Background: an optimization exercise with open tools, aiming at small area, a short achievable clock period and few clock cycles per item. Do not read the settings as production practice. Where RTL was checked, it was by simulation tests only, not by an equivalence proof against the original. Power figures rest on the tool's default switching activity, not on a simulated workload.

==> flow/design.v (excerpt) <==
module vector_divider #(
    parameter RAM_SIZE = 10,
    parameter N = 5,
    parameter NBITS = 32
)(
    input clock,
    input reset,
    output reg [RAM_SIZE-1:0] Addr,
    output [NBITS-1:0] Wdata,
    input [NBITS-1:0] Rdata,
    input [RAM_SIZE-1:0] Ndata,
    output reg Wenable,
    input startvd,
    output reg busyvd
);
localparam RX = 3;            
localparam XW = 32 + RX;      
localparam [3:0] IDLE = 4'd0,
                 C1   = 4'd1,    
                 C2   = 4'd2,    
                 D1   = 4'd3,    
                 P1   = 4'd4,    
                 P2   = 4'd5,    
                 E    = 4'd6,    
                 W1   = 4'd7,    
                 W2   = 4'd8;    
reg [3:0] state, nstate;
reg first, wsel;
reg [31:0] R, Q;
reg [XW-1:0] X;
reg [5:0] j;
wire [32:0] diff = {1'b0, R} - {1'b0, X[31:0]};
wire ge = ~diff[32] & ~|X[XW-1:32];
wire ph1 = (state == D1) | (state == P1);
wire shl = ge & ~j[5];                  
wire last = (Addr[9:1] == Ndata[8:0]);  
wire done2 = (j == 6'd0);
assign Wdata = wsel ? Q : R;
always @(*) begin
    nstate = state;
    case (state)
        IDLE: if (startvd) nstate = C1;
        C1:   nstate = C2;
        C2:   nstate = D1;
        D1:   nstate = shl ? P1 : E;
        P1:   if (!shl) nstate = P2;
        P2:   if (done2) nstate = last ? W1 : C1;
        E:    nstate = last ? W1 : C1;
        W1:   nstate = W2;
        default: nstate = IDLE;
    endcase
end
always @(posedge clock) begin
    if (reset) begin
        state <= IDLE;
        Addr <= 10'd1;
        first <= 1'b0;
        busyvd <= 1'b0;
        Wenable <= 1'b0;
        wsel <= 1'b0;
    end else begin
        state <= nstate;
        busyvd <= (nstate != IDLE);
        wsel <= (nstate == D1) | (nstate == W2);
        Wenable <= ((nstate == C2) | (nstate == D1)) & ~first | (nstate == W1) | (nstate == W2);
        case (state)
            IDLE: if (startvd) begin
                Addr <= Addr - 10'd1;
                first <= 1'b1;
            end
            C1: Addr <= Addr - 10'd1;
            C2: Addr <= Addr - 10'd1;
  ...
For scale: ~970 cells after synthesis, ~120 flip-flops, roughly 89 I/O pins, ~0.0081 mm^2 of cells after synthesis.
make LEC_CHECK=0 ABC_CLOCK_PERIOD_IN_PS=2500 CAP_MARGIN=20 CORE_MARGIN=2 CORE_UTILIZATION=40 SLEW_MARGIN=20 finish   # period 4.5 ns
run.sh (not shown) runs the stock make flow with config.mk's settings and CLKGATE_MAP_FILE= SYNTH_SCRIPT=/design/flow/synth_recipe.tcl, a recipe that flattens the netlist after the stock synthesis.
The first run finished with timing, DRC and antenna clean.
==> next run, changes <==
--- a/flow/config.mk
+++ b/flow/config.mk
@@ -7,3 +7,2 @@
 export LEC_CHECK = 0
-export ABC_CLOCK_PERIOD_IN_PS = 2500
 export CAP_MARGIN = 20
Effect: The new run passed the timing, DRC and antenna checks. Clock skew is unchanged. Clock-buffer cell count does not change. Non-clock buffer count is unchanged. Cell count stays the same. Hold slack does not change. Maximum frequency does not change. First-iteration DRC count is unchanged. Critical path depth stays the same. Utilization stays the same. Design area is unchanged.
No run of this note included a check of the RTL's function; only the layout flow was run.

---

vector_divider, a different RTL version from the one above (not shown whole).
Size in the first run: roughly 790 cells after synthesis, roughly 120 flip-flops, ~89 I/O pins.
==> flow/config.mk <==
export PLATFORM = sky130hd
export DESIGN_NAME = vector_divider
export DESIGN_NICKNAME = vector_divider
export VERILOG_FILES = /design/flow/design.v
export SDC_FILE = /design/flow/constraint.sdc
export NUM_CORES = 4
export LEC_CHECK = 0
export CAP_MARGIN = 20
export CORE_MARGIN = 2
export CORE_UTILIZATION = 40
export SETUP_SLACK_MARGIN = 1.5
export SLEW_MARGIN = 20
==> flow/constraint.sdc <==
create_clock -name core_clock -period 4.5 [get_ports {clock}]
set_input_delay 0.9000 -clock core_clock [delete_from_list [all_inputs] [get_ports {clock}]]
set_output_delay 0.9000 -clock core_clock [all_outputs]
set_load 0.01 [all_outputs]
standard.sh (not shown) runs the stock make flow with config.mk's settings and CLKGATE_MAP_FILE= SYNTH_SCRIPT=/design/flow/synth_recipe.tcl, a recipe that flattens the netlist after the stock synthesis.
==> flow/flow/run.sh <==
#!/bin/bash
cd "$(dirname "$0")/.."
export BUFFER_PORTS_ARGS="-buffer_cell sky130_fd_sc_hd__buf_1"
export CTS_ARGS="-sink_clustering_enable -repair_clock_nets -buf_list sky130_fd_sc_hd__clkbuf_8 -dont_use_dummy_load"
bash standard.sh > standard_run.log 2>&1
Testbench counts at the start, summed over its fixed seeds: cycles 7,930, items 700.
Then changed:
--- a/flow/flow/run.sh
+++ b/flow/flow/run.sh
@@ -4,0 +5 @@
+export RECOVER_POWER=100
- CTS_BUF_LIST: not set -> sky130_fd_sc_hd__clkbuf_8
- SETUP_SLACK_MARGIN: 1.5 -> 1.3
Effect: The changed run ran to the end with no violations. Worst setup slack gets worse by 0.41 ns. Non-clock buffer count drops by 7. Design area drops by a few percent. Global-route usage hardly moves. Fmax drops by roughly a tenth. Total power drops by a few percent. Count of clock-buffer cells in the layout is unchanged. Sequential power barely changes. Final cell count drops slightly. Utilization drops by 1.3 points. Via count drops by a few percent.
Then changed:
--- a/flow/flow/run.sh
+++ b/flow/flow/run.sh
@@ -5 +5 @@
-export RECOVER_POWER=100
+export REMOVE_ABC_BUFFERS=1
- CTS_BUF_LIST: sky130_fd_sc_hd__clkbuf_8 -> not set
- SETUP_SLACK_MARGIN: 1.3 -> 1.2
Total power is higher by 0.63%. Clock power barely changes. Core utilization came out higher by 0.40 points. Fmax grows by about 9%. Synthesized cell count does not change. Wire length increases by about 2.7%. Cell area climbs by 0.88%. Area after synthesis stays the same. Non-clock buffer count drops by 2.
Then changed:
==> flow/flow/run.sh (replaced) <==
#!/bin/bash
cd "$(dirname "$0")/.."
cp standard.sh standard_sh_copy.log
export BUFFER_PORTS_ARGS="-buffer_cell sky130_fd_sc_hd__buf_1"
bash standard.sh > standard_run.log 2>&1
- CTS_BUF_LIST: not set -> sky130_fd_sc_hd__clkbuf_8
- SETUP_SLACK_MARGIN: 1.2 -> 1.0
Effect: The new run finished with timing, DRC and antenna clean; sequential power barely changes; final cell count is higher by 0.92%; total power is higher by 10%; count of clock-buffer cells in the layout is higher by 3; die area does not change; via count is lower by 1.4%; synthesized area does not change; cell area is higher by 1.3%; worst setup slack is worse by 0.090 ns; first-iteration DRC count is lower by 20%.
Then changed:
--- a/flow/flow/run.sh
+++ b/flow/flow/run.sh
@@ -3 +2,0 @@
-cp standard.sh standard_sh_copy.log
@@ -4,0 +4 @@
+export CTS_ARGS="-sink_clustering_enable -repair_clock_nets -buf_list sky130_fd_sc_hd__clkbuf_8 -dont_use_dummy_load"
- SETUP_SLACK_MARGIN: 1.0 -> 1.3
The changed run produced a clean layout.
Setup slack gains 0.18 ns.
Critical path depth falls by 1.
Non-clock buffer count rises by 7.
Die area stays the same.
Routed wire length hardly moves.
Worst hold slack loses 0.013 ns.
Total power falls by 8.7%.
Global-route usage hardly moves.
Synthesized area does not change.
Flip-flop and latch count does not change.
Clock power falls by 34%.
Then changed:
==> flow/flow/run.sh (replaced) <==
#!/bin/bash
cd "$(dirname "$0")/.."
export BUFFER_PORTS_ARGS="-buffer_cell sky130_fd_sc_hd__buf_1"
export CTS_ARGS="-sink_clustering_enable -repair_clock_nets -root_buf sky130_fd_sc_hd__clkbuf_8 -buf_list sky130_fd_sc_hd__clkbuf_4 -dont_use_dummy_load"
bash standard.sh > standard_run.log 2>&1
The new run produced a clean layout; core utilization falls by 0.55 points; synthesized area stays the same; power falls by a few percent; via count falls slightly; maximum frequency falls slightly.

==> re-timing with driven ports <==
How much do the figures lean on ideal ports? The routed layouts below were timed once more, with nothing changed but the port constraints. Step 1 sets driving cells, clkbuf_16 on the clock port and buf_2 on the other inputs (assumed; they add their load-dependent delay and slew). Step 2 also shifts input and output timing later by t, the mid clock arrival at the registers, as if the neighbouring blocks saw the same clock. Slacks: no drivers / after step 1 / after step 2; pairs: no drivers / after step 1.
| run | t (ns) | setup WS [ns] | worst setup path after step 2 | slew at the worst register clock pin (ns) | worst data-port slew with drivers (ns) |
|---|---|---|---|---|---|
| the first run of note 1 | 0.470 | 1.105 / 1.105 / 0.932 | input to register | 0.06 / 0.06 | 0.04 |
| the second run of note 1 | 0.470 | 1.105 / 1.105 / 0.932 | input to register | 0.06 / 0.06 | 0.04 |
| the first run of note 2 | 0.470 | 1.435 / 1.435 / 1.435 | register to register | 0.07 / 0.07 | 0.08 |
| the second run of note 2 | 0.478 | 1.029 / 1.029 / 1.029 | register to register | 0.07 / 0.07 | 0.06 |
| the third run of note 2 | 0.475 | 1.308 / 1.308 / 1.308 | register to register | 0.07 / 0.07 | 0.05 |
| the fourth run of note 2 | 0.484 | 1.218 / 1.218 / 1.218 | register to register | 0.07 / 0.07 | 0.06 |
| the fifth run of note 2 | 0.474 | 1.400 / 1.400 / 1.400 | register to register | 0.07 / 0.07 | 0.05 |
| the sixth run of note 2 | 0.447 | 1.340 / 1.340 / 1.340 | register to register | 0.11 / 0.11 | 0.06 |
After both steps every run listed still meets setup and hold.
